From an optimization exercise on the open Yosys and OpenROAD flow, aimed at small area; shortcuts taken in it are not production practice. Only simulation tests tie the RTL to the original design; equivalence was not proved. Power figures rest on the tool's default switching activity, not on a simulated workload.

==> flow/flow/area.abc <==
strash
dc2
dch -f
amap -m -F 2 -A 8
topo
stime -c
dnsize -c
==> flow/constraint.sdc <==
create_clock -name core_clock -period 10.0 [get_ports {clk}]
set_input_delay 2.0000 -clock core_clock [delete_from_list [all_inputs] [get_ports {clk}]]
set_output_delay 2.0000 -clock core_clock [all_outputs]
set_load 0.01 [all_outputs]
==> flow/config.mk <==
export PLATFORM = sky130hd
export DESIGN_NAME = video_core
export DESIGN_NICKNAME = video_core
export VERILOG_FILES = /design/flow/design.v
export SDC_FILE = /design/flow/constraint.sdc
export NUM_CORES = 4
export LEC_CHECK = 0
export CAP_MARGIN = 20
export CORE_MARGIN = 2
export CORE_UTILIZATION = 40
export PLACE_DENSITY = 0.6
export SLEW_MARGIN = 20
==> flow/flow/synth_area.tcl <==
# The standard flow's synthesis script, with the ABC step run on an area-oriented script
# (flow/area.abc) instead of ORFS's delay-oriented one.  Everything else,
# including flip-flop mapping, is synth_recipe.tcl unchanged.
proc abc {args} {
  set i [lsearch $args -script]
  if {$i >= 0} { lset args [expr {$i + 1}] $::env(AREA_ABC_SCRIPT) }
  yosys abc {*}$args
}
source $::env(FLOW_SYNTH_TCL)
==> flow/standard.sh <==
#!/bin/bash
# synth_recipe.tcl (not shown) runs the flow's synth.tcl, then flattens the netlist and writes it again
# the make line also repeats each setting of config.mk as NAME=value (left out here)
make -C /OpenROAD-flow-scripts/flow DESIGN_CONFIG=/design/flow/config.mk WORK_HOME=/design/flow/orfs CLKGATE_MAP_FILE= SYNTH_SCRIPT=/design/flow/synth_recipe.tcl "${@:-finish}"
==> flow/flow/run.sh <==
#!/bin/bash
# Standard layout with three changes: an area-oriented ABC script in
# synthesis, port buffers made from the smallest buffer cell, and a clock
# tree of mid-size buffers without dummy loads.
set -euo pipefail
W="$(cd "$(dirname "$0")/.." && pwd)"
export AREA_ABC_SCRIPT="$W/flow/area.abc"
export FLOW_SYNTH_TCL="$W/synth_recipe.tcl"
export BUFFER_PORTS_ARGS="-buffer_cell sky130_fd_sc_hd__buf_1"
export CTS_ARGS="-sink_clustering_enable -repair_clock_nets -dont_use_dummy_load -buf_list sky130_fd_sc_hd__clkbuf_8 -sink_clustering_size 15 -sink_clustering_max_diameter 60 -sink_buffer_max_cap_derate 1.0"
sed "s|SYNTH_SCRIPT=[^ ]*|SYNTH_SCRIPT=$W/flow/synth_area.tcl|" "$W/standard.sh" > "$W/standard_area.sh"
grep -q "SYNTH_SCRIPT=$W/flow/synth_area.tcl" "$W/standard_area.sh"
bash "$W/standard_area.sh" > "$W/standard_flow.log" 2>&1
==> flow/design.v <==
`timescale 1ns / 1ps
module video_core(
	input         clk,
	input         rst_n,
	input  [7:0]  vpo,
	input         config_done,
	input         enhance_enable,
	input         video_zoom,
	input         cross_output,
	output [9:0]  lut_addr,
	input  [7:0]  lut_data,
	output [19:0] sram_a_addr,
	output        sram_a_ce_n,
	output        sram_a_we_n,
	output        sram_a_oe_n,
	output [15:0] sram_a_dout,
	output        sram_a_doe,
	input  [15:0] sram_a_din,
	output [19:0] sram_b_addr,
	output        sram_b_ce_n,
	output        sram_b_we_n,
	output        sram_b_oe_n,
	output [15:0] sram_b_dout,
	output        sram_b_doe,
	input  [15:0] sram_b_din,
	output [7:0]  enc_data,
	output        frame_flag,
	output        decode_error,
	output [7:0]  img_mean,
	output        iris_int,
	output [7:0]  max_gray
);
function [19:0] radd;
	input [19:0] a;
	input [19:0] b;
	input        ci;
	integer i;
	reg c;
	begin
		c = ci;
		for (i = 0; i < 20; i = i + 1) begin
			radd[i] = a[i] ^ b[i] ^ c;
			c = (a[i] & b[i]) | (a[i] & c) | (b[i] & c);
		end
	end
endfunction
reg [7:0] d1, d2;
always @(posedge clk or negedge rst_n)
	if (!rst_n) begin
		d1 <= 8'h00;
		d2 <= 8'h00;
	end else begin
		d1 <= vpo;
		d2 <= d1;
	end
localparam DI  = 4'b0000, DW  = 4'b0001, DE1 = 4'b0010, DE2 = 4'b0011,
           DCB = 4'b0100, DLB = 4'b0101, DCR = 4'b0110, DLR = 4'b0111,
           DNP = 4'b1000, DFL = 4'b1001, DEL = 4'b1010, DNL = 4'b1011,
           DER = 4'b1100;
localparam RNP = 2'b00, RFL = 2'b01, REL = 2'b10, RNL = 2'b11;
reg [3:0]  ds;
reg [1:0]  dr;
reg [9:0]  hp;           
reg [15:0] pv;           
reg        fld;
reg        flag;
reg        iris;
reg        err;
reg        we_w;
reg        ce_w;
reg [7:0]  mgb;          
reg [7:0]  mg;
reg [7:0]  lutr;
reg [7:0]  img_hi;       
reg [16:0] img_lo;
reg [7:0]  dlo, dhi;     
wire d_ff = (d2 == 8'hFF);
wire d_00 = (d2 == 8'h00);
wire d_ok = !d_ff && !d_00;
wire in_line   = (ds[3:2] == 2'b01);
wire is_chroma = in_line && !ds[0];
wire is_luma   = in_line && ds[0];
wire st_di  = (ds == DI);
wire st_del = (ds == DEL);
wire cap_go = st_di && config_done;
wire [7:0] lut_lo = (enhance_enable && is_chroma) ? d1 : lutr;
assign lut_addr = {!flag, 1'b0, lut_lo};
wire pv_last = (pv == (fld ? 16'd58995 : 16'd46035));
wire pv_inc  = st_del && d2[5:4] == 2'b01;
wire win = !fld && (hp >= 10'd103) && (hp < 10'd615) && (pv >= 16'd1350) && (pv < 16'd12870);
wire acc = is_luma && d_ok && win;
wire [19:0] img_lo_sum = radd({3'd0, img_lo}, {12'd0, acc ? d2 : 8'd0}, 1'b0);
always @(posedge clk or negedge rst_n)
	if (!rst_n) begin
		ds <= DI;
		flag <= 1'b0;
		iris <= 1'b0;
		err <= 1'b0;
		we_w <= 1'b1;
		ce_w <= 1'b1;
		mgb <= 8'h00;
		mg <= 8'h00;
		lutr <= 8'h00;
		img_hi <= 8'h00;
	end else begin
		case (ds)
		DI:
			if (config_done) begin
				err <= 1'b0;
				flag <= ~flag;
				iris <= 1'b0;
				we_w <= 1'b1;
				ce_w <= 1'b1;
				mg <= mgb;
				ds <= DW;
			end
		DW:
			if (d_ff) ds <= DE1;
		DE1:
			ds <= d_00 ? DE2 : DER;
		DE2:
			ds <= d_00 ? {2'b10, dr} : DER;
		DNP:
			ds <= DW;
		DFL:
			if (d2[6:4] == 3'b000) begin
				ds <= DCB;
				ce_w <= 1'b0;
			end else
				ds <= DW;
		DCB: begin
			we_w <= 1'b1;
			if (d_ff) ds <= DE1;
			else if (d_00) ds <= DER;
			else ds <= DLB;
		end
		DCR: begin
			we_w <= 1'b1;
			ds <= d_ok ? DLR : DER;
		end
		DLB, DLR:
			if (d_ok) begin
				ds <= ds[1] ? DCB : DCR;
				if (d2 >= mgb) mgb <= d2;
				we_w <= 1'b0;
			end else
				ds <= DER;
		DEL: begin
			we_w <= 1'b1;
			ce_w <= 1'b1;
			if (d2[6:4] == 3'b111)
				ds <= DI;
			else if (d2[6:4] == 3'b011) begin
				ds <= DW;
				iris <= 1'b0;
			end else if (d2[5:4] == 2'b01) begin
				if (!fld && pv == 16'd12870) iris <= 1'b1;
				ds <= DW;
			end else
				ds <= DER;
		end
		DNL:
			if (d2[5:4] == 2'b00) begin
				ds <= DCB;
				ce_w <= 1'b0;
			end else
				ds <= DW;
		DER:
			if (config_done)
				ds <= DI;
			else begin
				we_w <= 1'b1;
				ce_w <= 1'b1;
				err <= 1'b1;
			end
		default:
			ds <= DER;
		endcase
		if (is_chroma && d_ok && enhance_enable) lutr <= d1;
		img_hi <= cap_go ? 8'h00 : radd({12'd0, img_hi}, 20'd0, img_lo_sum[17]);
	end
always @(posedge clk) begin
	if (st_di) dr <= RNP;
	else if (ds == DNP && d2[6:5] == 2'b01) dr <= RFL;
	else if (in_line) dr <= REL;
	else if (st_del) dr <= RNL;
	hp <= in_line ? radd({10'd0, hp}, 20'd0, is_chroma && d_ok) : 10'h3FF;
	if (st_di)
		pv <= 16'd0;
	else if ((st_del && d2[6:4] == 3'b011) || (pv_inc && pv_last && fld))
		pv <= 16'd12960;
	else if (pv_inc && pv_last)
		pv <= 16'd0;
	else
		pv <= radd({4'd0, pv}, {14'd0, pv_inc, 1'b0, pv_inc, pv_inc, 1'b0, pv_inc}, 1'b0);
	if (st_di) fld <= 1'b0;
	else if (st_del && d2[6:4] == 3'b011) fld <= 1'b1;
	img_lo <= st_di ? 17'd0 : img_lo_sum[16:0];
	if (!is_luma) dlo <= d2;
	dhi <= enhance_enable ? lut_data : d2;
end
wire [19:0] wr_hi = radd({4'd0, pv}, {14'd0, hp[9:4]}, 1'b0);
wire [19:0] wr_addr = {wr_hi[15:0], hp[3:0]};
wire [15:0] wr_data = {dhi, dlo};
assign img_mean = img_hi;
assign max_gray = mg;
assign iris_int = iris;
assign decode_error = err;
assign frame_flag = flag;
localparam EI  = 4'b0000, EW  = 4'b0001, EE1 = 4'b0010, EE2 = 4'b0011,
           EAC = 4'b0100, EER = 4'b0101,
           ENP = 4'b1000, EOD = 4'b1001, EEL = 4'b1010, ENL = 4'b1011;
localparam NNP = 2'b00, NOD = 2'b01, NEL = 2'b10, NNL = 2'b11;
reg [3:0]  es;
reg [1:0]  en;
reg        zd, zd1;
reg [10:0] q;
reg        qfv;
reg [8:0]  lc;
reg [7:0]  mp;
reg        ce_r;
reg        fe;
reg [7:0]  y0, y1, cr;
reg [19:1] bf;
wire [15:0] rd_data = flag ? sram_a_din : sram_b_din;
wire [9:0]  q2 = q[10:1];
wire [8:0]  rx  = zd1 ? {1'b0, lc[8:1]} : lc;
wire [9:0]  ry  = zd1 ? {1'b0, q[10:2]} : q[10:1];
wire [19:0] rxf = radd({11'd0, rx}, {11'd0, fe, 1'b0, zd1, fe, 1'b0, zd1, 3'd0}, 1'b0);
wire [19:0] ryk = radd({10'd0, ry}, {12'd0, zd1, 1'b0, zd1, zd1, 1'b0, zd1, 2'd0}, 1'b0);
wire [19:0] rx5  = radd(rxf, {rxf[17:0], 2'd0}, 1'b0);
wire [19:0] rx45 = radd(rx5, {rx5[16:0], 3'd0}, 1'b0);
wire [19:0] rd_hi = radd(rx45, {14'd0, ryk[9:4]}, 1'b0);
wire [19:0] a_calc = {rd_hi[15:0], ryk[3:0]};
wire [19:0] rd_addr = (zd1 && q[2:0] != 3'd0) ? {bf, 1'b1} : a_calc;
wire e_ff = (d1 == 8'hFF);
wire e_00 = (d1 == 8'h00);
wire st_ei  = (es == EI);
wire st_eac = (es == EAC);
wire st_eel = (es == EEL);
wire enc_go = st_ei && config_done;
wire q_end  = (q == 11'd1439);
wire run    = st_eac && !e_ff && !q_end;
wire xhair = cross_output && (((lc == 9'd144) && (q2 >= 10'd335) && (q2 < 10'd385)) ||
                              ((q2 == 10'd360) && (lc > 9'd134) && (lc <= 9'd154)));
wire zload  = run && !q[0] && !xhair && zd1;
wire load0  = zload && (q[2:1] == 2'd0);
wire load2  = zload && (q[2:1] == 2'd1);
always @(posedge clk or negedge rst_n)
	if (!rst_n) begin
		es <= EI;
		qfv <= 1'b0;
		ce_r <= 1'b1;
		bf <= 19'd0;
	end else begin
		case (es)
		EI:
			if (config_done) begin
				es <= EW;
				qfv <= 1'b0;
				ce_r <= 1'b1;
			end
		EW:
			if (e_ff) es <= EE1;
		EE1:
			es <= e_00 ? EE2 : EER;
		EE2:
			es <= e_00 ? {2'b10, en} : EER;
		ENP:
			es <= EW;
		EOD:
			if (d1[6:4] == 3'b000) begin
				es <= EAC;
				ce_r <= 1'b0;
			end else
				es <= EW;
		EAC:
			if (e_ff)
				es <= EE1;
			else if (q_end) begin
				qfv <= 1'b0;
				es <= EW;
			end else
				qfv <= 1'b1;
		EEL: begin
			ce_r <= 1'b1;
			if (d1[6:4] == 3'b111)
				es <= EI;
			else if (d1[6:4] == 3'b011 || d1[5:4] == 2'b01)
				es <= EW;
			else
				es <= EER;
		end
		ENL:
			if (d1[5:4] == 2'b00) begin
				es <= EAC;
				ce_r <= 1'b0;
			end else
				es <= EW;
		EER:
			if (config_done)
				es <= EI;
			else
				ce_r <= 1'b1;
		default:
			es <= EER;
		endcase
		if (load0) bf <= a_calc[19:1];
	end
always @(posedge clk) begin
	zd <= video_zoom;
	zd1 <= zd;
	if (st_ei) en <= NNP;
	else if (es == ENP && d1[6:5] == 2'b01) en <= NOD;
	else if (st_eac) en <= NEL;
	else if (st_eel) en <= NNL;
	q <= (enc_go || (st_eac && !e_ff && q_end)) ? 11'd0 : radd({9'd0, q}, 20'd0, run);
	lc <= (enc_go || (st_eel && d1[6:4] == 3'b011)) ? 9'd0 :
	      radd({11'd0, lc}, 20'd0, st_eel && d1[5:4] == 2'b01);
	if (enc_go) fe <= 1'b0;
	else if (st_eel && d1[6:4] == 3'b011) fe <= 1'b1;
	if (enc_go) begin
		y0 <= 8'h10;
		y1 <= 8'h10;
		cr <= 8'h80;
	end else begin
		if (load0) y0 <= rd_data[15:8];
		if (load2) begin
			y1 <= rd_data[15:8];
			cr <= rd_data[7:0];
		end
	end
	mp <= 8'h00;
	if (run) begin
		if (!q[0]) begin
			if (xhair)
				mp <= 8'h80;
			else if (zd1)
				case (q[2:1])
				2'd0, 2'd1: mp <= rd_data[7:0];
				2'd2: mp <= 8'd189;
				default: mp <= cr;
				endcase
			else
				mp <= 8'd49;
		end else begin
			if (xhair)
				mp <= (rd_data[15:8] > 8'd128) ? 8'd20 : 8'd220;
			else if (zd1)
				mp <= q[2] ? y1 : y0;
			else
				mp <= rd_data[15:8];
		end
	end
end
assign enc_data = qfv ? mp : d2;
assign sram_b_addr = flag ? wr_addr : rd_addr;
assign sram_b_ce_n = flag ? ce_w : ce_r;
assign sram_b_we_n = flag ? we_w : 1'b1;
assign sram_b_oe_n = flag ? 1'b1 : ce_r;
assign sram_b_dout = wr_data;
assign sram_b_doe  = flag;
assign sram_a_addr = flag ? rd_addr : wr_addr;
assign sram_a_ce_n = flag ? ce_r : ce_w;
assign sram_a_we_n = flag ? 1'b1 : we_w;
assign sram_a_oe_n = flag ? ce_r : 1'b1;
assign sram_a_dout = wr_data;
assign sram_a_doe  = !flag;
endmodule
==> summary.txt, run 1 <==
Status
  • Status: timing/DRC/antenna clean

Clocking
  • Post-CTS setup buffers: 0
  • Cts bufs inserted: 21
  • Clk Latency, worst-skew pair: 0.54 ns
  • TritonCTS clock tree: done
  • Clk Tree Root Cell: clkbuf_8
  • Worst-path clk slew: roughly 0.090 ns
  • Deepest clock path buffer count: 3
  • CTS Hold Bufs: 0
  • CTS Sinks: around 200
  • H-tree depth: 1

Place
  • Dpl hpwl: a little over 20 mm
  • Routability cong.: between 0.9 and 1
  • DP Cell Count: roughly 1,600
  • IO Port Bufs: 169
  • Post-DP Area: approximately 12,000 um^2

Synth
  • Yosys warns: 1
  • Top cells by area, synth: dfxtp_1 21%, dfrtp_1 18%, ha_1 11%
  • Post-synth top area cell: dfxtp_1
  • Mapped Cells: approximately 1,100
  • Top post-synthesis cells by count: 148 x clkinv_1, 113 x nor2_1, 112 x o22ai_1
  • Count leader, synth: clkinv_1
  • Sequential-to-total area share from yosys stat: between 40% and 50%
  • Net count after synthesis: 1,295
  • Post-synthesis async set-or-reset flop share: 40.8%
  • Top FF cell, synth: dfxtp_1
  • Synth cell types: 49
  • Area of the mapped netlist: about 11,000 um^2
  • Post-synth EDFFs: 8
  • Yosys reg bits: 201
  • Synthesized area per cell: between 9 and 10 um^2
  • Yosys top cell area share: 20.8%

Flow run
  • Max-Cap Viols: 0

Detailed routing
  • DRC: 0
  • Antenna-violating nets left: 0
  • DR WL/cell: around 17 um
  • Via count: just under 9,000
  • Vias per cell: roughly 5.4
  • DRT Pass-1 Iters: 5
  • Final wirelength: between 20 and 30 mm
  • Drt initial violations: just over 600

Setup path
  • Worst r2r dst: img_hi[6]
  • Reg2reg setup slack: about 1.4 ns
  • Startpoint types: register
  • Reg2Reg Depth: 37
  • Worst setup EP type: output pin
  • CP dominant cell by count: fa_1
  • CP Class: reg2out
  • Crit-path max FO: 15
  • Worst path slowest cell: fa_1
  • Critical Path RT: 8.00 ns
  • CP max stage delay: roughly 0.49 ns
  • Worst Path Arrival: 7.59 ns
  • Reg2reg start: d2[2]

Die
  • CORE AREA: between 20,000 and 30,000 um^2
  • Die area: ~28,000 um^2
  • Chip width: approximately 170 um
  • Die H: approximately 170 um
  • Cell Rows: 59
  • IO Count: approximately 170
  • Initial Util: 41.0%

STA
  • RSZ-0062 raised after global routing: no
  • Final Hold Slack: 0.401 ns
  • Fin. max-slew vios: 0
  • Final setup fails: 0
  • Fin Setup TNS: 0 ns
  • Tmin final: 9.59 ns
  • Period utilization: between 90% and 100%
  • Worst slew pin tran: 1.13 ns
  • Fmax: 104 MHz
  • Final hold vios: 0
  • Setup Skew: ~0.067 ns
  • Slew margin rel.: between 20% and 30%

Pwr
  • PwrDens: roughly 250 nW/um^2
  • Worst vdd ir: 0.000155 V
  • LEAKAGE: between 5 and 6 nW

Worst hold path
  • Worst hold path class: reg2reg
  • Worst Hold End: zd1
  • Cells on Worst Hold Path: 0
  • Hold Path Origin: zd

Global routing
  • Tot GR Track Use: 19.6%
  • Initial antenna violation count: 0
  • Largest net degree at the start of global routing: 64
  • First-pass GRT wire length: between 40 and 50 mm
  • Grt ovf: 0
  • Vias in the first global route: just over 8,000

Layout
  • Share of cells above drive strength 1: between 3 and 4%
  • Multi-input combinational cell area: about 5500 um^2
  • Post-route cell area: 12,000 um^2
  • Fin nets: around 1,500
  • Layout Utilization: between 40% and 50%
  • Area growth syn-to-layout: 12.4%
  • # diodes: 0
  • Register area: about 4500 um^2
  • Layout fillers: between 2,000 and 3,000
  • Layout Cells excl Fill: between 1,500 and 2,000
## critical path, delay by kind of cell (launching register included)
kind	cells	cell delay (ns)
fa+ha+maj	15	4.94
buf+inv	9	0.94
compound gates	4	0.68
flops	1	0.47
simple gates	1	0.05
## cells in the final DEF (no fill, tap or decap), types with 6 or more instances in the layout
cell / count
buf_1: 168
clkinv_1: 146
nor2_1: 112
dfxtp_1: 110
o22ai_1: 108
ha_1: 95
dfrtp_1: 78
o21ai_0: 49
nand2_1: 46
nor2b_1: 44
fa_1: 39
a21oi_1: 33
nor3_1: 25
a22o_1: 21
clkbuf_8: 21
o221a_1: 19
or2_0: 17
nand3_1: 14
o21a_1: 14
nor4_1: 12
o22a_1: 12
buf_4: 11
nand4_1: 9
and3_1: 9
edfxtp_1: 8
or4_1: 7
a211oi_1: 6
## flip-flops by register name, summed over array words and instances, names as in the netlist, 9 cells and up
| register | cells |
|---|---|
| lc | 9 |
| hp | 10 |
| pv | 16 |
| img_lo | 17 |
| bf | 19 |
| q | 11 |
## layer usage
metal  GRT usage [%]  vias up  share of wire, %
met2            31.2      208                46
met4            5.97        0               2.9
met5               0        -                 0
met1            27.8     4152                47
li1                -     4331                 -
met3            2.46       50               4.0
## layout make-up
class / count / area share [%]
clock buffer: 21 / 2.40
inverter: 148 / 4.64
multi-input combinational: 739 / 45.9
sequential: 201 / 37.6
tap: 335 / 3.48
timing repair buffer: 180 / 5.99
## report_power, final
| group | internal [mW] | switching [mW] | total [mW] |
|---|---|---|---|
| Clock | 0.187 | 0.269 | 0.456 |
| Sequential | 1.02 | 0.137 | 1.16 |
| Combinational | 0.483 | 0.854 | 1.34 |
## logic make-up (layout without fill, tap and decap cells)
| group | count (synthesis) | count (layout) | share of synthesized area, % |
|---|---|---|---|
| AOI/OAI and AO/OA | 298 | 298 | 19.0 |
| buffers and inverters | 167 | 349 | 6.52 |
| other | 1 | 1 | 0.0350 |
| and+or+nand+nor | 306 | 306 | 13.9 |
| adders and majority gates | 134 | 134 | 18.4 |
| DFF | 201 | 201 | 42.2 |
## worst max path at each step
stage,to,slack [ns],cells after the start,startpoint
after floorplan,sram_b_addr[19],0.37,29,zd1
after global placement,sram_b_addr[19],0.65,29,zd1
after detailed placement,sram_b_addr[19],0.57,25,zd1
after CTS,sram_b_addr[19],0.15,29,zd1
after global routing,sram_b_addr[19],0.009,29,zd1
final,sram_a_addr[19],0.41,29,zd1
## what timing repair did
action / 4_1_cts / 5_1_grt
hold endpoints to repair: 0 / 0
setup endpoints to repair: 2 / 4
resized for setup: 1 / 5
pin swaps: 0 / 0
## through the flow
stage                     power (mW)  setup WS [ns]
final                           2.95          0.410
after global routing            3.18        0.00936
after CTS                       2.98          0.154
after detailed placement        2.51          0.569
after global placement          2.50          0.653
after floorplan                 2.06          0.373
==> run 2, diff against run 1 <==
==> flow/flow/area.abc (replaced) <==
strash
ifraig
dc2
&get -n
&deepsyn -T 60
&put
dch -f
amap -m -F 2 -A 8
topo
stime -c
dnsize -c
==> run 2 against run 1 <==
  * Combinational power decreased by 22%
  * Total power decreased by 13%
  * Critical path depth decreased by 2
  * Final cell count decreased by 2.8%
  * Largest power group is now registers
  * Sequential share of layout area increased by 0.70 points
  * Via count decreased by 4.3%
  * Synthesized cell count decreased by 4.2%
  * Register-to-register slack about the same
  * Area after synthesis decreased by 2.0%
  * Highest routed layer unchanged
  * Global-route usage decreased by 0.92 points
  * Final area decreased by 1.9%
  * Sequential power decreased by 8%
==> summary.txt, run 2 <==
Place
  • DP Cell Count: 1,555 (-3.0%)
  • Dpl ws: 0.757 ns (+0.187 ns)
  • Routability cong.: 0.882 (-2.4%)
  • Dpl hpwl: 19.7 mm (-4.0%)
  • Post-DP Area: 11,500 um^2 (-2.0%)
  • IO Port Bufs: 169 (unchanged)

Layout
  • Layout Utilization: 45.6% (-0.47 points)
  • Commonest non-fill, non-tap cell in the layout: buf_1
  • Reg with most FFs: bf
  • Fin nets: 1,433 (-3.1%)
  • Area growth syn-to-layout: 12.6%
  • Post-route cell area: 11,800 um^2 (-1.9%)
  • Most frequent cells in the layout: 168 x buf_1, 140 x clkinv_1, 111 x dfxtp_1
  • Share of cells above drive strength 1: 3.38% (-0.19 points)
  • Largest register FFs: 19 (unchanged)
  • Top flop regs: bf: 19 flops, img_lo: 17 flops, pv: 16 flops
  • Layout Cells excl Fill: 1,578 (-2.8%)
  • # diodes: 0 (unchanged)

STA
  • RSZ-0062 raised after global routing: no
  • Fin Setup TNS: 0 ns (unchanged)
  • Final setup fails: 0 (unchanged)
  • Setup Skew: 0.0727 ns (+0.00610 ns)
  • Fmax: 104 MHz (-0.26%)
  • Tmin final: 9.62 ns (+0.0250 ns)
  • Slew margin rel.: 30.3% (+6.1 points)
  • Worst slew pin tran: 1.04 ns (-0.0805 ns)
  • Final WS setup: 0.385 ns (-0.0250 ns)
  • Final Hold Slack: 0.340 ns (-0.0616 ns)
  • Period utilization: 96.2% (+0.25 points)
  • Final hold vios: 0 (unchanged)
  • Fin. max-slew vios: 0 (unchanged)

Global routing
  • Vias in the first global route: 7,929 (-4.5%)
  • Grt ovf: 0 (unchanged)
  • Largest net degree at the start of global routing: 68 (+6.3%)
  • Initial antenna violation count: 0 (unchanged)
  • Tot GR Track Use: 18.6% (-0.92 points)
  • First-pass GRT wire length: 41.9 mm (-5.6%)

Clocking
  • CTS Sinks: 201 (unchanged)
  • Deepest clock path buffer count: 3 (unchanged)
  • CTS Hold Bufs: 0 (unchanged)
  • TritonCTS clock tree: done
  • H-tree depth: 1 (unchanged)
  • Clk Latency, worst-skew pair: 0.55 ns (about the same)
  • Clk Tree Root Cell: clkbuf_8
  • Worst-path clk slew: 0.07 ns (-0.02 ns)
  • Cts bufs inserted: 22 (+4.8%)

Synth
  • Synth cell types: 48 (-2.0%)
  • Yosys warns: 1 (unchanged)
  • Mapped Cells: 1,061 (-4.2%)
  • Area of the mapped netlist: 10,500 um^2 (-2.0%)
  • Count leader, synth: clkinv_1
  • Yosys reg bits: 201 (unchanged)
  • Post-synth top area cell: dfxtp_1
  • Top FF cell, synth: dfxtp_1
  • Sequential-to-total area share from yosys stat: 43.1% (+0.87 points)
  • Top post-synthesis cells by count: 142 x clkinv_1, 111 x dfxtp_1, 95 x ha_1
  • Net count after synthesis: 1,249 (-3.6%)
  • Post-synth EDFFs: 8 (unchanged)
  • Post-synthesis async set-or-reset flop share: 40.8% (unchanged)
  • Synthesized area per cell: 9.88 um^2 (+2.2%)
  • Yosys top cell area share: 21.2% (+0.43 points)
  • Top cells by area, synth: dfxtp_1 21%, dfrtp_1 19%, ha_1 11%

Setup path
  • Worst Path Arrival: 7.62 ns (+0.03 ns)
  • Reg2reg setup slack: 1.43 ns (about the same)
  • Critical Path RT: 8.00 ns (about the same)
  • Startpoint types: register
  • Crit-path max FO: 23 (+8)
  • CP Class: reg2out
  • Worst setup EP type: output pin

Detailed routing
  • Via count: 8,366 (-4.3%)
  • Vias per cell: 5.30 (-1.5%)
  • Drt initial violations: 435 (-30%)
  • DRC: 0 (unchanged)
  • DRT Pass-1 Iters: 6 (+1)
  • Final wirelength: 26.2 mm (-5.5%)
  • DR WL/cell: 16.6 um (-2.8%)
  • Antenna-violating nets left: 0 (unchanged)

Die
  • Initial Util: 40.5% (-0.48 points)
  • Die H: 166 um (-0.99%)
  • Chip width: 166 um (-0.99%)
  • CORE AREA: 25,900 um^2 (-0.85%)
  • IO Count: 171 (unchanged)
  • Cell Rows: 59 (unchanged)
  • Die area: 27,500 um^2 (-2.0%)

Pwr
  • PwrDens: 218 nW/um^2 (-11%)
  • LEAKAGE: 4.93 nW (-2.5%)
  • Worst vdd ir: 0.000141 V (-8.9%)
  • Overall Power: 2.58 mW (-13%)

Worst hold path
  • Worst hold path class: reg2reg

Flow run
  • Max-Cap Viols: 0 (unchanged)

Status
  • Status: timing/DRC/antenna clean
[run 2: cell count changes in the layout (fill, tap and decap cells not counted), moves of 6 or more]
cell      previous run  this run
o22a_1              12        74
o22ai_1            108        67
nor2_1             112        91
a22o_1              21         2
o221a_1             19         0
a21oi_1             33        42
and3_1               9         1
nor2b_1             44        51
clkinv_1           146       140
nor3_1              25        19
[run 2: power breakdown]
part | internal [mW] | switching [mW]
clock | 0.196 | 0.268
sequential | 0.965 | 0.109
combinational | 0.392 | 0.648
total | 1.55 | 1.03
[run 2: metal layers]
metal,track usage (%),routed length [um],vias up
li1,-,-,4140
met1,25.3,12100,3967
met2,31.6,12400,225
met3,2.38,1200,34
met4,4.99,538,0
met5,0,0,-
[run 2: what timing repair did]
action | in CTS | in global routing
gates resized for setup | 0 | 5
setup buffers | 0 | 1
setup endpoints to repair | 0 | 4
[run 2: final timing paths]
check,cells past startpoint,start,to
worst min register to register,0,zd,zd1
worst max register to register,33,d2[5],img_hi[6]
max in group asynchronous,2,rst_n,flag
min in group asynchronous,1,rst_n,bf[1]
worst max-delay path,27,zd1,sram_b_addr[19]
worst min-delay path,0,zd,zd1
[run 2: worst max-delay path, stage by stage, from the launching register on]
cell	delay (ns)
dfxtp_1	0.33
buf_6	0.21
clkinvlp_4	0.20
o22ai_2	0.26
ha_1	0.20
fa_1	0.17
clkinv_1	0.07
fa_1	0.39
fa_1	0.53
fa_1	0.47
fa_1	0.40
fa_1	0.41
fa_1	0.41
fa_1	0.41
fa_1	0.40
fa_1	0.38
clkinv_1	0.07
fa_1	0.16
ha_1	0.14
clkinv_1	0.07
fa_1	0.48
clkinv_1	0.06
ha_1	0.21
a21oi_1	0.19
nor2_1	0.06
a21oi_1	0.18
o22ai_1	0.10
buf_1	0.17
[run 2: final cells by class]
type                            instances  area, um^2
Clock buffer                           22         303
Tap cell                              335         419
Timing Repair Buffer                  179         717
Multi-Input combinational cell        699        5310
Sequential cell                       201        4520
Fill cell                            2483       14100
Inverter                              142         537
[run 2: cells by family after synthesis]
family	after synthesis	synth area share (%)
AOI/OAI and AO/OA	291	19.1
adders and majority gates	134	18.8
buffers and inverters	161	6.44
DFF	201	43.1
other	1	0.0358
and+or+nand+nor	273	12.6
==> run 3, diff against run 2 <==
--- a/flow/flow/run.sh
+++ b/flow/flow/run.sh
@@ -2,3 +2,3 @@
 # Standard layout with three changes: an area-oriented ABC script in
-# synthesis, port buffers made from the smallest buffer cell, and a clock
+# synthesis (with a time-bounded &deepsyn pass), port buffers made from the smallest buffer cell, and a clock
 # tree of mid-size buffers without dummy loads.
==> flow/flow/area.abc (replaced) <==
strash
ifraig
dc2
&get -n
&deepsyn -T 120 -S 7
&put
resub -K 8
rewrite -z
dch -f
amap -m -F 2 -A 8
topo
stime -c
dnsize -c
==> run 3 against run 2 <==
  * Global-route usage is 0.19 points higher
  * Worst setup slack worse by 0.015 ns
  * Non-clock buffer count unchanged
  * Combinational power grew 5%
  * Total power rose by 1.5%
  * Utilization is essentially flat
==> summary.txt, run 3 <==
Detailed routing
  • Drt initial violations: 456 (+4.8%)
  • Antenna-violating nets left: 0 (unchanged)
  • DRC: 0 (unchanged)
  • DRT Pass-1 Iters: 5 (-1)
  • Via count: 8,429 (+0.75%)
  • Vias per cell: 5.31 (+0.24%)
  • Final wirelength: 26.6 mm (+1.5%)
  • DR WL/cell: 16.8 um (+1.0%)

Worst hold path
  • Worst Hold End: d2[1]
  • Cells on Worst Hold Path: 0 (unchanged)
  • Worst hold path class: reg2reg
  • Hold Path Origin: d1[1]

Layout
  • Top flop regs: bf: 19 flops, img_lo: 17 flops, pv: 16 flops
  • Reg with most FFs: bf
  • Commonest non-fill, non-tap cell in the layout: buf_1
  • Layout fillers: 2,556 (+2.9%)
  • # diodes: 0 (unchanged)
  • Share of cells above drive strength 1: 3.36% (-0.022 points)
  • Layout Cells excl Fill: 1,586 (+0.51%)
  • Largest register FFs: 19 (unchanged)
  • Fin nets: 1,441 (+0.56%)
  • Area growth syn-to-layout: 12.4%
  • Post-route cell area: 11,800 um^2 (about the same)
  • Most frequent cells in the layout: 168 x buf_1, 141 x clkinv_1, 110 x dfxtp_1

Setup path
  • Worst path slowest cell: fa_1
  • Reg2reg setup slack: 1.58 ns (+0.15 ns)
  • CP Class: reg2out
  • CP bufs+invs: 9 (+2)
  • Worst Path Arrival: 7.63 ns (about the same)
  • Reg2reg start: d2[7]
  • Crit-path max FO: 12 (-48%)
  • Top delay family on crit path: adder cells
  • Worst r2r dst: img_hi[6]
  • Reg2Reg Depth: 36 (+9.1%)
  • Critical Path RT: 8.00 ns (about the same)
  • CP dominant cell by count: fa_1
  • CP max stage delay: 0.48 ns (-0.05 ns)
  • Startpoint types: register
  • Worst setup EP type: output pin

Synth
  • Top post-synthesis cells by count: 142 x clkinv_1, 111 x dfxtp_1, 104 x nor2_1
  • Post-synthesis async set-or-reset flop share: 40.8% (unchanged)
  • Count leader, synth: clkinv_1
  • Sequential-to-total area share from yosys stat: 43.0% (-0.046 points)
  • Net count after synthesis: 1,258 (+0.72%)
  • Top cells by area, synth: dfxtp_1 21%, dfrtp_1 19%, ha_1 11%
  • Synth cell types: 47 (-2.1%)
  • Mapped Cells: 1,070 (+0.85%)
  • Synthesized area per cell: 9.81 um^2 (-0.73%)
  • Area of the mapped netlist: 10,500 um^2 (+0.11%)
  • Yosys warns: 1 (unchanged)
  • Yosys reg bits: 201 (unchanged)
  • Post-synth top area cell: dfxtp_1
  • Top FF cell, synth: dfxtp_1
  • Post-synth EDFFs: 8 (unchanged)
  • Yosys top cell area share: 21.2% (-0.023 points)

Clocking
  • Post-CTS setup buffers: 0 (unchanged)
  • Clk Tree Root Cell: clkbuf_8
  • H-tree depth: 1 (unchanged)
  • CTS Hold Bufs: 0 (unchanged)
  • Clk Latency, worst-skew pair: 0.55 ns (about the same)
  • Resize count post-CTS: 0 (unchanged)
  • TritonCTS clock tree: done
  • CTS Sinks: 201 (unchanged)
  • Cts bufs inserted: 21 (-4.5%)
  • Worst-path clk slew: 0.08 ns (about the same)
  • Deepest clock path buffer count: 3 (unchanged)

Die
  • Chip width: 166 um (about the same)
  • Die area: 27,600 um^2 (+0.11%)
  • Die H: 166 um (about the same)
  • Initial Util: 40.5% (+0.043 points)
  • CORE AREA: 25,900 um^2 (unchanged)
  • IO Count: 171 (unchanged)
  • Cell Rows: 59 (unchanged)

STA
  • RSZ-0062 raised after global routing: no
  • Final setup fails: 0 (unchanged)
  • Tmin final: 9.63 ns (+0.0147 ns)
  • Setup Skew: 0.0770 ns (+0.00430 ns)
  • Fin. max-slew vios: 0 (unchanged)
  • Worst slew pin tran: 1.02 ns (-0.0222 ns)
  • Period utilization: 96.3% (+0.15 points)
  • Fin Setup TNS: 0 ns (unchanged)
  • Final hold vios: 0 (unchanged)
  • Fmax: 104 MHz (-0.15%)
  • Slew margin rel.: 31.2% (+0.85 points)

Status
  • Status: timing/DRC/antenna clean

Place
  • Post-DP Area: 11,500 um^2 (+0.19%)
  • Dpl hpwl: 20.1 mm (+1.9%)
  • IO Port Bufs: 169 (unchanged)
  • Routability cong.: 0.902 (+2.2%)
  • DP Cell Count: 1,565 (+0.64%)

Global routing
  • First-pass GRT wire length: 42.0 mm (+0.39%)
  • Tot GR Track Use: 18.8% (+0.19 points)
  • Vias in the first global route: 7,820 (-1.4%)
  • Grt ovf: 0 (unchanged)
  • Largest net degree at the start of global routing: 63 (-7.4%)
  • Initial antenna violation count: 0 (unchanged)

Pwr
  • LEAKAGE: 4.99 nW (+1.2%)
  • PwrDens: 222 nW/um^2 (+1.6%)
  • Overall Power: 2.62 mW (+1.5%)
  • Worst vdd ir: 0.000183 V (+29%)

Flow run
  • Max-Cap Viols: 0 (unchanged)
==> run 3: metrics by stage <==
stage          utilization, %  hold slack, ns  setup slack, ns
3_3_place_gp             44.4           0.367            0.860
3_5_place_dp             44.4           0.361            0.706
2_1_floorplan               -           0.310            0.707
4_1_cts                  45.5           0.391            0.177
6_report                 45.6           0.390            0.370
5_1_grt                  45.6           0.404          0.00148
==> run 3: cells by family after synthesis <==
| kind of cell | Yosys count | synth area share [%] |
|---|---|---|
| AOI/OAI and AO/OA | 290 | 18.9 |
| and+or+nand+nor | 283 | 12.8 |
| DFF | 201 | 43.0 |
| buffers and inverters | 161 | 6.44 |
| adders and majority gates | 134 | 18.8 |
| other | 1 | 0.0357 |
==> run 3: worst max-delay path by stage <==
stage,start,to,depth (start not counted)
finish,zd1,sram_a_addr[19],28
global route,zd1,sram_a_addr[19],28
CTS,zd1,sram_a_addr[19],28
detailed placement,zd1,sram_a_addr[19],28
global placement,zd1,sram_a_addr[19],29
floorplan,zd1,sram_a_addr[19],28
==> run 3: where the power goes <==
group          switching [mW]  internal (mW)
logic                   0.678          0.415
registers               0.105          0.966
clock network           0.266          0.187
==> run 3: worst reg2reg max path: cells and delay by family (launching register included) <==
family	cells	cell delay, ns
buffers and inverters	4	0.72
flip-flops	1	0.43
AND/OR/NAND/NOR	6	0.85
AO/OA/AOI/OAI	2	0.25
adder cells (fa/ha/maj)	24	5.92
==> run 3: cell type report <==
class / count / area, um^2 / share of cell area (%)
clock buffers: 21 / 289 / 2.45
inverters: 142 / 534 / 4.53
multi-input cells: 708 / 5330 / 45.1
flip-flops and latches: 201 / 4520 / 38.3
well taps: 335 / 419 / 3.55
repair buffers: 179 / 713 / 6.04
==> run 3: layer usage <==
layer / routed length [um] / part of all wire [%] / vias to the layer above / global-route usage, %
met5: 0 / 0 / - / 0
met3: 1200 / 4.5 / 54 / 2.79
met4: 618 / 2.3 / 0 / 5.07
li1: - / - / 4136 / -
met1: 12500 / 47 / 4030 / 26.4
met2: 12300 / 46 / 209 / 30.6
==> run 4, diff against run 3 <==
==> flow/flow/run.sh (replaced) <==
#!/bin/bash
# Standard layout with three changes: an area-oriented ABC script in
# synthesis (with a time-bounded &deepsyn pass), port buffers made from the smallest buffer cell, and a clock
# tree of small buffers without dummy loads.
set -euo pipefail
W="$(cd "$(dirname "$0")/.." && pwd)"
export AREA_ABC_SCRIPT="$W/flow/area.abc"
export FLOW_SYNTH_TCL="$W/synth_recipe.tcl"
export BUFFER_PORTS_ARGS="-buffer_cell sky130_fd_sc_hd__buf_1"
export CTS_ARGS="-sink_clustering_enable -repair_clock_nets -dont_use_dummy_load -buf_list sky130_fd_sc_hd__clkbuf_4 -sink_clustering_size 7 -sink_clustering_max_diameter 35 -sink_buffer_max_cap_derate 1.0"
sed "s|SYNTH_SCRIPT=[^ ]*|SYNTH_SCRIPT=$W/flow/synth_area.tcl|" "$W/standard.sh" > "$W/standard_area.sh"
grep -q "SYNTH_SCRIPT=$W/flow/synth_area.tcl" "$W/standard_area.sh"
bash "$W/standard_area.sh" > "$W/standard_flow.log" 2>&1
==> run 4 against run 3 <==
  * Clock skew grew 0.021 ns
  * First-iteration DRC count up 1.5%
  * Sequential cell count is the same
  * Critical path type unchanged
  * Hold slack about the same
  * Critical path depth did not move
  * Area after synthesis stayed put
  * Global-route usage rose by 0.22 points
  * Non-clock buffer count unchanged
  * Critical endpoint unchanged
  * Via count rose by 1.4%
  * Combinational power about the same
  * Sequential share of layout area hardly changed
==> summary.txt, run 4 <==
Layout
  • Area growth syn-to-layout: 12.4% (about the same)
  • Largest register FFs: 19 (unchanged)
  • Commonest non-fill, non-tap cell in the layout: buf_1
  • Top flop regs: bf: 19 flops, img_lo: 17 flops, pv: 16 flops
  • Register area: 4520 um^2 (unchanged)
  • Layout Cells excl Fill: 1,607 (+1.3%)
  • Most frequent cells in the layout: 168 x buf_1, 140 x clkinv_1, 110 x dfxtp_1
  • Share of cells above drive strength 1: 4.72% (+1.4 points)
  • Multi-input combinational cell area: 5310 um^2 (-0.35%)
  • Layout fillers: 2,584 (+1.1%)
  • Reg with most FFs: bf
  • Layout Utilization: 45.6% (about the same)
  • Post-route cell area: 11,800 um^2 (about the same)
  • Fin nets: 1,461 (+1.4%)

STA
  • Worst slew pin tran: 1.03 ns (+0.00633 ns)
  • Tmin final: 9.56 ns (-0.0697 ns)
  • Period utilization: 95.6% (-0.70 points)
  • Slew margin rel.: 31.1% (-0.047 points)
  • Fmax: 105 MHz (+0.73%)
  • Setup Skew: 0.0975 ns (+0.0205 ns)
  • RSZ-0062 raised after global routing: no
  • Final setup fails: 0 (unchanged)
  • Fin Setup TNS: 0 ns (unchanged)
  • Fin. max-slew vios: 0 (unchanged)
  • Final WS setup: 0.440 ns (+0.0697 ns)
  • Final Hold Slack: 0.390 ns (-0.000204 ns)
  • Final hold vios: 0 (unchanged)

Clocking
  • CTS Hold Bufs: 0 (unchanged)
  • Clk Latency, worst-skew pair: 0.65 ns (+0.10 ns)
  • Clk Tree Root Cell: clkbuf_4
  • Post-CTS setup buffers: 0 (unchanged)
  • Resize count post-CTS: 0 (unchanged)
  • Deepest clock path buffer count: 3 (unchanged)
  • Cts bufs inserted: 41 (+95%)
  • CTS Sinks: 201 (unchanged)
  • TritonCTS clock tree: done
  • Worst-path clk slew: 0.08 ns (about the same)
  • H-tree depth: 2 (+1)

Detailed routing
  • DRC: 0 (unchanged)
  • Drt initial violations: 463 (+1.5%)
  • DRT Pass-1 Iters: 5 (unchanged)
  • Via count: 8,544 (+1.4%)
  • DR WL/cell: 16.6 um (-0.84%)
  • Antenna-violating nets left: 0 (unchanged)
  • Final wirelength: 26.7 mm (+0.48%)
  • Vias per cell: 5.32 (about the same)

Status
  • Status: timing/DRC/antenna clean

Setup path
  • Crit-path max FO: 12 (unchanged)
  • Worst setup EP type: output pin
  • CP bufs+invs: 9 (unchanged)
  • CP max stage delay: 0.48 ns (about the same)
  • CP dominant cell by count: fa_1
  • Worst Path Arrival: 7.56 ns (-0.07 ns)
  • Top delay family on crit path: adder cells
  • Critical Path RT: 8.00 ns (about the same)
  • Worst path slowest cell: fa_1
  • CP Class: reg2out
  • Startpoint types: register

Synth
  • Post-synthesis async set-or-reset flop share: 40.8% (unchanged)
  • Synthesized area per cell: 9.81 um^2 (unchanged)
  • Top FF cell, synth: dfxtp_1
  • Top cells by area, synth: dfxtp_1 21%, dfrtp_1 19%, ha_1 11%
  • Net count after synthesis: 1,258 (unchanged)
  • Synth cell types: 47 (unchanged)
  • Post-synth EDFFs: 8 (unchanged)
  • Count leader, synth: clkinv_1
  • Yosys warns: 1 (unchanged)
  • Yosys top cell area share: 21.2% (unchanged)
  • Sequential-to-total area share from yosys stat: 43.0% (unchanged)
  • Post-synth top area cell: dfxtp_1
  • Top post-synthesis cells by count: 142 x clkinv_1, 111 x dfxtp_1, 104 x nor2_1
  • Area of the mapped netlist: 10,500 um^2 (unchanged)
  • Mapped Cells: 1,070 (unchanged)
  • Yosys reg bits: 201 (unchanged)

Global routing
  • Vias in the first global route: 7,970 (+1.9%)
  • Tot GR Track Use: 19.1% (+0.22 points)
  • First-pass GRT wire length: 42.3 mm (+0.66%)
  • Largest net degree at the start of global routing: 63 (unchanged)
  • Grt ovf: 0 (unchanged)
  • Initial antenna violation count: 1 (+1)

Pwr
  • LEAKAGE: 5.02 nW (+0.63%)
  • Worst vdd ir: 0.000186 V (+1.9%)
  • PwrDens: 223 nW/um^2 (+0.56%)
  • Overall Power: 2.63 mW (+0.58%)

Die
  • Initial Util: 40.5% (unchanged)
  • Chip width: 166 um (unchanged)
  • IO Count: 171 (unchanged)
  • Die area: 27,600 um^2 (unchanged)
  • Die H: 166 um (unchanged)
  • Cell Rows: 59 (unchanged)
  • CORE AREA: 25,900 um^2 (unchanged)

Place
  • Dpl ws: 0.706 ns (unchanged)
  • Dpl hpwl: 20.1 mm (unchanged)
  • DP Cell Count: 1,565 (unchanged)
  • Post-DP Area: 11,500 um^2 (unchanged)
  • IO Port Bufs: 169 (unchanged)
  • Routability cong.: 0.902 (unchanged)

Flow run
  • Max-Cap Viols: 0 (unchanged)

Worst hold path
  • Worst hold path class: reg2reg
-- run 4: cell counts after synthesis --
No cell type changed its count.
-- run 4: logic make-up (layout without fill, tap and decap cells) --
family	after synthesis	after routing	synth area share, %
flip-flops	201	201	43.0
buffers and inverters	161	362	6.44
adder cells (fa/ha/maj)	134	134	18.8
other	1	2	0.0357
AND/OR/NAND/NOR	283	283	12.8
AO/OA/AOI/OAI	290	290	18.9
-- run 4: worst register-to-register path, delay by kind of cell (launching register included) --
kind	cells	cell delay [ns]
AO/OA/AOI/OAI	2	0.25
flip-flops	1	0.43
AND/OR/NAND/NOR	6	0.85
adder cells (fa/ha/maj)	24	5.94
buffers and inverters	4	0.73
-- run 4: final cells by class --
cell class,instances,share of cell area (%)
Inverter,142,4.53
Sequential cell,201,38.3
Clock buffer,41,2.61
Multi-Input combinational cell,708,45.0
Tap cell,335,3.55
Antenna cell,1,0.0212
Timing Repair Buffer,179,6.04
-- run 4: final timing paths --
check,startpoint,endpoint,slack (ns),depth (start not counted)
max,zd1,sram_a_addr[19],0.44,28
min,d1[1],d2[1],0.39,0
min reg2reg,d1[1],d2[1],0.39,0
min in group asynchronous,rst_n,mg[6],1.32,1
max reg2reg,d2[7],img_hi[6],1.63,36
max in group asynchronous,rst_n,flag,7.52,2
-- run 4: layer usage --
layer	wire (um)	GRT usage [%]
met1	12300	25.9
met2	12400	30.8
met3	1420	3.79
met4	577	5.90
met5	0	0
-- run 4: where the power goes --
group	leakage, nW	internal, mW	switching, mW
Clock	0.189	0.188	0.281
Sequential	1.98	0.966	0.106
Combinational	2.85	0.415	0.676
==> run 5, diff against run 4 <==
--- a/flow/flow/run.sh
+++ b/flow/flow/run.sh
@@ -9,3 +9,3 @@
 export BUFFER_PORTS_ARGS="-buffer_cell sky130_fd_sc_hd__buf_1"
-export CTS_ARGS="-sink_clustering_enable -repair_clock_nets -dont_use_dummy_load -buf_list sky130_fd_sc_hd__clkbuf_4 -sink_clustering_size 7 -sink_clustering_max_diameter 35 -sink_buffer_max_cap_derate 1.0"
+export CTS_ARGS="-sink_clustering_enable -repair_clock_nets -dont_use_dummy_load -buf_list \"sky130_fd_sc_hd__clkbuf_4 sky130_fd_sc_hd__clkbuf_8\" -sink_clustering_size 10 -sink_clustering_max_diameter 45 -sink_buffer_max_cap_derate 1.0"
 sed "s|SYNTH_SCRIPT=[^ ]*|SYNTH_SCRIPT=$W/flow/synth_area.tcl|" "$W/standard.sh" > "$W/standard_area.sh"
==> run 5 against run 4 <==
  * First-iteration DRC count down 4.8%
  * Sequential power about the same
  * Highest routed layer unchanged
  * Still clean on timing, DRC and antenna
  * Combinational power down 8%
==> summary.txt, run 5 <==
Detailed routing
  • Drt initial violations: 441 (-4.8%)
  • Via count: 8,422 (-1.4%)
  • DR WL/cell: 16.6 um (-0.50%)
  • DRT Pass-1 Iters: 5 (unchanged)
  • Antenna-violating nets left: 0 (unchanged)
  • DRC: 0 (unchanged)
  • Final wirelength: 26.5 mm (-1.1%)
  • Vias per cell: 5.27 (-0.87%)

Pwr
  • Flop pwr share: 43.6% (+2.9 points)
  • PwrDens: 210 nW/um^2 (-6.0%)
  • Internal Power: 1.48 mW (-5.9%)
  • Overall Power: 2.47 mW (-6.2%)
  • Net Sw Power: 994 uW (-6.5%)
  • Comb power frac: 40.5% (-1.0 points)
  • Switching Share: 40.2% (-0.17 points)
  • LEAKAGE: 4.98 nW (-0.80%)
  • Clock share of power: 15.9% (-1.9 points)
  • Worst vdd ir: 0.000128 V (-31%)

Layout
  • Layout fillers: 2,546 (-1.5%)
  • Commonest non-fill, non-tap cell in the layout: buf_1
  • Area growth syn-to-layout: 12.4% (about the same)
  • Layout Utilization: 45.5% (-0.068 points)
  • Fin nets: 1,451 (-0.68%)
  • Top flop regs: bf: 19 flops, img_lo: 17 flops, pv: 16 flops
  • Largest register FFs: 19 (unchanged)
  • Most frequent cells in the layout: 168 x buf_1, 143 x clkinv_1, 111 x dfxtp_1
  • Share of cells above drive strength 1: 4.52% (-0.20 points)
  • Post-route cell area: 11,800 um^2 (-0.15%)
  • Reg with most FFs: bf

STA
  • Fin Setup TNS: 0 ns (unchanged)
  • Final setup fails: 0 (unchanged)
  • Final Hold Slack: 0.365 ns (-0.0242 ns)
  • Period utilization: 96.0% (+0.41 points)
  • Worst slew pin tran: 1.08 ns (+0.0542 ns)
  • Setup Skew: 0.0828 ns (-0.0147 ns)
  • Fmax: 104 MHz (-0.43%)
  • Slew margin rel.: 27.1% (-4.0 points)
  • RSZ-0062 raised after global routing: no
  • Fin. max-slew vios: 0 (unchanged)
  • Tmin final: 9.60 ns (+0.0414 ns)
  • Final hold vios: 0 (unchanged)

Setup path
  • Startpoint types: register
  • Crit-path max FO: 25 (+13)
  • Worst setup EP type: output pin
  • Worst Path Arrival: 7.60 ns (+0.04 ns)
  • Critical Path RT: 8.00 ns (about the same)
  • CP Class: reg2out

Place
  • Dpl hpwl: 20.0 mm (-0.69%)
  • IO Port Bufs: 169 (unchanged)
  • Routability cong.: 0.856 (-5.1%)
  • Post-DP Area: 11,500 um^2 (+0.18%)

Synth
  • Synth Area in Adders: 18.8% (+0.020 points)
  • Xor and xnor area share after synthesis: 0% (unchanged)
  • Yosys warns: 1 (unchanged)
  • Yosys reg bits: 201 (unchanged)
  • Top FF cell, synth: dfxtp_1
  • Mapped Cells: 1,067 (-0.28%)
  • Area of the mapped netlist: 10,500 um^2 (-0.11%)
  • Top cells by area, synth: dfxtp_1 21%, dfrtp_1 19%, ha_1 11%
  • Net count after synthesis: 1,255 (-0.24%)
  • Post-synthesis mux area share: 0% (unchanged)
  • Simple-Gate Fraction of Synth Area: 12.8% (+0.026 points)
  • Post-synth top area cell: dfxtp_1
  • Post-synth EDFFs: 8 (unchanged)
  • Main combinational cell family by area after synthesis: adder cells
  • Top post-synthesis cells by count: 145 x clkinv_1, 111 x dfxtp_1, 103 x nor2_1
  • Synthesized area per cell: 9.83 um^2 (+0.17%)
  • Count leader, synth: clkinv_1
  • Sequential-to-total area share from yosys stat: 43.1% (+0.046 points)
  • Synth cell types: 46 (-2.1%)
  • Yosys top cell area share: 21.2% (+0.023 points)
  • Compound-Gate Fraction of Synth Area: 18.7% (-0.21 points)
  • Post-synthesis async set-or-reset flop share: 40.8% (unchanged)

Die
  • IO Count: 171 (unchanged)
  • Initial Util: 40.5% (-0.043 points)
  • CORE AREA: 25,900 um^2 (unchanged)
  • Die H: 166 um (about the same)
  • Cell Rows: 59 (unchanged)
  • Die area: 27,500 um^2 (-0.11%)
  • Chip width: 166 um (about the same)

Clocking
  • Clk Tree Root Cell: clkbuf_4
  • Cts bufs inserted: 29 (-29%)
  • Worst-path clk slew: 0.10 ns (+0.02 ns)
  • Clk Latency, worst-skew pair: 0.69 ns (+0.04 ns)
  • H-tree depth: 1 (-1)
  • CTS Sinks: 201 (unchanged)
  • TritonCTS clock tree: done
  • CTS Hold Bufs: 0 (unchanged)
  • Deepest clock path buffer count: 3 (unchanged)

Global routing
  • Tot GR Track Use: 18.9% (-0.15 points)
  • Initial antenna violation count: 2 (+1)
  • Vias in the first global route: 8,098 (+1.6%)
  • Largest net degree at the start of global routing: 58 (-7.9%)
  • First-pass GRT wire length: 42.6 mm (+0.65%)
  • Grt ovf: 0 (unchanged)

Flow run
  • Max-Cap Viols: 0 (unchanged)

Worst hold path
  • Worst hold path class: reg2reg

Status
  • Status: timing/DRC/antenna clean
run 5: cell count changes after synthesis, moves of 2 or more:
cell	change
a21oi_1	-7
a2111oi_0	+3
clkinv_1	+3
nand2_1	-3
nand3_1	+3
o21ai_0	-3
o22ai_1	+3
a31oi_1	+2
a32oi_1	-2
nor3_1	+2
o31a_1	-2
or4_1	-2
run 5: power by group through the flow:
stage                     Combinational (mW)  Sequential [mW]  Clock [mW]
after floorplan                        0.640             1.10           0
after global placement                 0.991             1.09           0
after detailed placement                1.00             1.10           0
after CTS                               1.01             1.08       0.413
after global routing                    1.11             1.10       0.448
final                                   1.00             1.08       0.392
run 5: area by class of cell:
class                   count  area (um^2)  share of cell area, %
diodes                      2         5.00                 0.0425
clock buffers              29          218                   1.85
inverters                 145          548                   4.65
multi-input cells         702         5320                   45.1
flip-flops and latches    201         4520                   38.3
well taps                 335          419                   3.56
repair buffers            184          763                   6.47
run 5: path summary, 6_finish.rpt:
check	start	to	slack (ns)	cells after the start
worst max-delay path	zd1	sram_a_addr[19]	0.40	27
worst min-delay path	zd	zd1	0.37	0
worst max register to register	d2[4]	img_hi[6]	1.45	35
worst min register to register	zd	zd1	0.37	0
max in group asynchronous	rst_n	flag	7.51	2
min in group asynchronous	rst_n	mg[4]	1.30	1
run 5: kinds of logic (layout without fill, tap and decap cells):
logic type,Yosys count,count (layout)
buffers and inverters,164,358
DFF,201,201
adders and majority gates,134,134
and+or+nand+nor,283,283
AOI/OAI and AO/OA,284,284
other,1,3
run 5: metal layers:
metal,vias up,part of all wire (%),global-route usage [%]
li1,4196,-,-
met1,3966,47,26.3
met2,219,47,31.0
met3,41,4.6,2.76
met4,0,1.8,4.88
met5,-,0,0
run 5: critical path: stages, from the launching register on:
cell and delay (ns):
dfxtp_1 0.36, buf_12 0.17, clkinvlp_4 0.18, buf_4 0.18, o22ai_1 0.16, ha_1 0.16
clkinv_1 0.12, fa_1 0.45, fa_2 0.47, fa_1 0.45, fa_1 0.39, fa_1 0.39
fa_1 0.40, fa_1 0.40, fa_1 0.40, fa_1 0.38, clkinv_1 0.07, fa_1 0.16
ha_1 0.14, clkinv_1 0.07, fa_1 0.49, clkinv_1 0.06, ha_1 0.20, nand2_1 0.06
o21ai_1 0.07, o22a_1 0.19, o22a_1 0.21, buf_1 0.12
run 5: stage by stage:
stage / instances / worst slack, ns
after global placement: 1566 / 0.885
final: 1598 / 0.399
after floorplan: 1067 / 0.755
after CTS: 1595 / 0.0175
after global routing: 1597 / 0.00323
after detailed placement: 1566 / 0.789
run 5: what timing repair did:
action / in CTS / in global routing
gates resized for setup: 0 / 11
hold endpoints to repair: 0 / 0
endpoints found under the setup margin: 0 / 4
buffers inserted: 0 / 1
==> run 6, diff against run 5 <==
==> flow/flow/run.sh (replaced) <==
#!/bin/bash
# Standard layout with three changes: an area-oriented ABC script in
# synthesis, port buffers made from the smallest buffer cell, and a clock
# tree of small buffers without dummy loads.
set -euo pipefail
W="$(cd "$(dirname "$0")/.." && pwd)"
export AREA_ABC_SCRIPT="$W/flow/area.abc"
export FLOW_SYNTH_TCL="$W/synth_recipe.tcl"
export BUFFER_PORTS_ARGS="-buffer_cell sky130_fd_sc_hd__buf_1"
export CTS_ARGS="-sink_clustering_enable -repair_clock_nets -dont_use_dummy_load -buf_list sky130_fd_sc_hd__clkbuf_4 -sink_clustering_size 10 -sink_clustering_max_diameter 50 -sink_buffer_max_cap_derate 1.0"
sed "s|SYNTH_SCRIPT=[^ ]*|SYNTH_SCRIPT=$W/flow/synth_area.tcl|" "$W/standard.sh" > "$W/standard_area.sh"
grep -q "SYNTH_SCRIPT=$W/flow/synth_area.tcl" "$W/standard_area.sh"
bash "$W/standard_area.sh" > "$W/standard_flow.log" 2>&1
==> flow/flow/area.abc (replaced) <==
strash
ifraig
dc2
dch -f
amap -m -F 2 -A 8
topo
stime -c
dnsize -c
==> run 6 against run 5 <==
  * Largest power group is now combinational cells
  * Synthesized cell count increased by 3.7%
  * Critical endpoint is now sram_b_addr[19]
  * Area after synthesis increased by 2.2%
  * Total power increased by 6.6%
  * Critical path type unchanged
  * Clock skew decreased by 0.0081 ns
  * Still clean
  * Worst setup slack improved by 0.022 ns
  * Largest cell class unchanged
  * Clock-buffer cell count decreased by 2
  * Final area increased by 2.0%
  * Via count increased by 5.5%
==> summary.txt, run 6 <==
Detailed routing
  • Via count: 8,887 (+5.5%)
  • Final wirelength: 27.9 mm (+5.3%)
  • Drt initial violations: 613 (+39%)
  • DRT Pass-1 Iters: 5 (unchanged)
  • Antenna-violating nets left: 0 (unchanged)
  • DR WL/cell: 17.1 um (+3.1%)
  • Vias per cell: 5.45 (+3.3%)
  • DRC: 0 (unchanged)

Flow run
  • Max-Cap Viols: 0 (unchanged)

Synth
  • Top cells by area, synth: dfxtp_1 21%, dfrtp_1 18%, ha_1 11%
  • Synth cell types: 48 (+4.3%)
  • Synthesized area per cell: 9.69 um^2 (-1.4%)
  • Post-synth EDFFs: 8 (unchanged)
  • Top FF cell, synth: dfxtp_1
  • Sequential-to-total area share from yosys stat: 42.2% (-0.91 points)
  • Post-synthesis async set-or-reset flop share: 40.8% (unchanged)
  • Yosys reg bits: 201 (unchanged)
  • Net count after synthesis: 1,294 (+3.1%)
  • Top post-synthesis cells by count: 148 x clkinv_1, 111 x dfxtp_1, 106 x o22ai_1
  • Post-synth top area cell: dfxtp_1
  • Count leader, synth: clkinv_1
  • Yosys warns: 1 (unchanged)
  • Yosys top cell area share: 20.7% (-0.45 points)
  • Mapped Cells: 1,106 (+3.7%)
  • Area of the mapped netlist: 10,700 um^2 (+2.2%)

Pwr
  • Worst vdd ir: 0.000139 V (+8.9%)
  • LEAKAGE: 5.00 nW (+0.41%)
  • PwrDens: 219 nW/um^2 (+4.5%)
  • Overall Power: 2.63 mW (+6.6%)

Die
  • CORE AREA: 26,200 um^2 (+1.1%)
  • Chip width: 168 um (+1.0%)
  • Cell Rows: 59 (unchanged)
  • Die H: 168 um (+1.0%)
  • Die area: 28,100 um^2 (+2.1%)
  • IO Count: 171 (unchanged)
  • Initial Util: 40.9% (+0.41 points)

STA
  • Slew margin rel.: 36.5% (+9.4 points)
  • Worst slew pin tran: 0.929 ns (-0.154 ns)
  • Final WS setup: 0.421 ns (+0.0221 ns)
  • Fin. max-slew vios: 0 (unchanged)
  • Fin Setup TNS: 0 ns (unchanged)
  • Fmax: 104 MHz (+0.23%)
  • Setup Skew: 0.0747 ns (-0.00811 ns)
  • Final Hold Slack: 0.428 ns (+0.0628 ns)
  • Tmin final: 9.58 ns (-0.0221 ns)
  • Period utilization: 95.8% (-0.22 points)
  • Final hold vios: 0 (unchanged)
  • Final setup fails: 0 (unchanged)

Setup path
  • Worst Path Arrival: 7.58 ns (-0.02 ns)
  • CP max stage delay: 0.50 ns (about the same)
  • Reg2reg start: d2[1]
  • Startpoint types: register
  • CP startpoint: zd1
  • Critical Path RT: 8.00 ns (about the same)
  • Worst path slowest cell: fa_1
  • Crit-path max FO: 12 (-52%)
  • Worst setup EP type: output pin
  • CP dominant cell by count: fa_1
  • CP Class: reg2out
  • Reg2Reg Depth: 36 (+2.9%)
  • Reg2reg setup slack: 1.48 ns (+0.03 ns)

Clocking
  • Worst-path clk slew: 0.08 ns (-0.02 ns)
  • CTS Sinks: 201 (unchanged)
  • H-tree depth: 1 (unchanged)
  • Cts bufs inserted: 27 (-6.9%)
  • Clk Tree Root Cell: clkbuf_4
  • TritonCTS clock tree: done
  • Clk Latency, worst-skew pair: 0.69 ns (about the same)
  • Deepest clock path buffer count: 3 (unchanged)

Place
  • IO Port Bufs: 169 (unchanged)
  • Post-DP Area: 11,700 um^2 (+1.6%)
  • Dpl ws: 0.541 ns (-0.248 ns)
  • DP Cell Count: 1,600 (+2.2%)
  • Dpl hpwl: 20.5 mm (+2.9%)
  • Routability cong.: 0.956 (+12%)

Global routing
  • Vias in the first global route: 8,513 (+5.1%)
  • Tot GR Track Use: 19.6% (+0.72 points)
  • Largest net degree at the start of global routing: 68 (+17%)
  • Initial antenna violation count: 3 (+1)
  • Grt ovf: 0 (unchanged)
  • First-pass GRT wire length: 44.6 mm (+4.7%)

Layout
  • Reg with most FFs: bf
  • Top flop regs: bf: 19 flops, img_lo: 17 flops, pv: 16 flops
  • Share of cells above drive strength 1: 4.71% (+0.19 points)
  • Commonest non-fill, non-tap cell in the layout: buf_1
  • Post-route cell area: 12,000 um^2 (+2.0%)
  • Fin nets: 1,485 (+2.3%)
  • Layout Cells excl Fill: 1,632 (+2.1%)
  • Layout Utilization: 45.9% (+0.38 points)
  • Area growth syn-to-layout: 12.2%
  • Most frequent cells in the layout: 167 x buf_1, 145 x clkinv_1, 108 x dfxtp_1
  • Largest register FFs: 19 (unchanged)

Status
  • Status: timing/DRC/antenna clean

Worst hold path
  • Cells on Worst Hold Path: 0 (unchanged)
  • Worst hold path class: reg2reg
  • Hold Path Origin: zd
-- run 6: routing by layer --
metal	GRT usage [%]	share of wire, %
met1	26.7	46
met2	32.3	47
met3	3.21	4.9
met4	5.90	2.4
met5	0	0
-- run 6: cells by family (layout without fill, tap and decap cells) --
logic type	after synthesis	count (layout)	synth area share, %
DFF	201	201	42.2
other	1	3	0.0350
and+or+nand+nor	304	304	13.7
muxes	1	1	0.105
AOI/OAI and AO/OA	298	298	19.1
buffers and inverters	167	356	6.52
adders and majority gates	134	134	18.4
-- run 6: cell type report --
type / instances / area [um^2]
Antenna cell: 2 / 5.00
Fill cell: 2552 / 14200
Timing Repair Buffer: 181 / 737
Tap cell: 335 / 419
Multi-Input combinational cell: 738 / 5570
Sequential cell: 201 / 4530
Clock buffer: 27 / 203
Inverter: 148 / 563
-- run 6: worst paths after layout --
path | to
max reg2reg | img_hi[6]
max | sram_b_addr[19]
max in group asynchronous | flag
min reg2reg | zd1
min in group asynchronous | bf[1]
min | zd1
-- run 6: worst max-delay path, delay by kind of cell (launching register included) --
family / cells / cell delay (ns)
fa+ha+maj: 15 / 5.00
buf+inv: 9 / 0.83
compound gates: 4 / 0.44
flops: 1 / 0.44
simple gates: 2 / 0.23
-- run 6: where the power goes --
group	leakage, nW	switching, mW	internal [mW]
logic	2.87	0.730	0.411
clock network	0.124	0.264	0.123
registers	2.01	0.119	0.985
-- run 6: repair_timing --
action                     CTS  global route
hold buffers                 0             0
setup endpoints to repair    4             4
gates resized for setup      3            19
hold endpoints to repair     0             0
pin swaps                    0             1
buffers inserted             0             2

-- re-timing with driven ports --
How much do the figures lean on ideal ports? The routed layouts below were timed once more, with nothing changed but the port constraints. Step 1, drivers: a clkbuf_16 drives clk and a buf_2 each remaining input, both assumed. Step 2 also shifts input and output timing later by t, the mid clock arrival at the registers, as if the neighbouring blocks saw the same clock. Three values: ideal ports, drivers, drivers and shift; two values: the first two.
run | shift t [ns] | slack for setup (ns) | worst hold slack (ns) | cell pins on the clock port's net
run 1 | 0.551 | 0.410 / 0.367 / 0.918 | 0.401 / 0.401 / 0.401 | 1
run 2 | 0.556 | 0.385 / 0.342 / 0.899 | 0.340 / 0.340 / 0.340 | 1
run 3 | 0.562 | 0.370 / 0.323 / 0.885 | 0.390 / 0.390 / 0.390 | 1
run 4 | 0.648 | 0.440 / 0.396 / 1.045 | 0.390 / 0.390 / 0.390 | 1
run 5 | 0.689 | 0.399 / 0.356 / 1.045 | 0.365 / 0.365 / 0.365 | 1
run 6 | 0.698 | 0.421 / 0.378 / 1.075 | 0.428 / 0.428 / 0.428 | 1
After both steps every run listed still meets setup and hold.
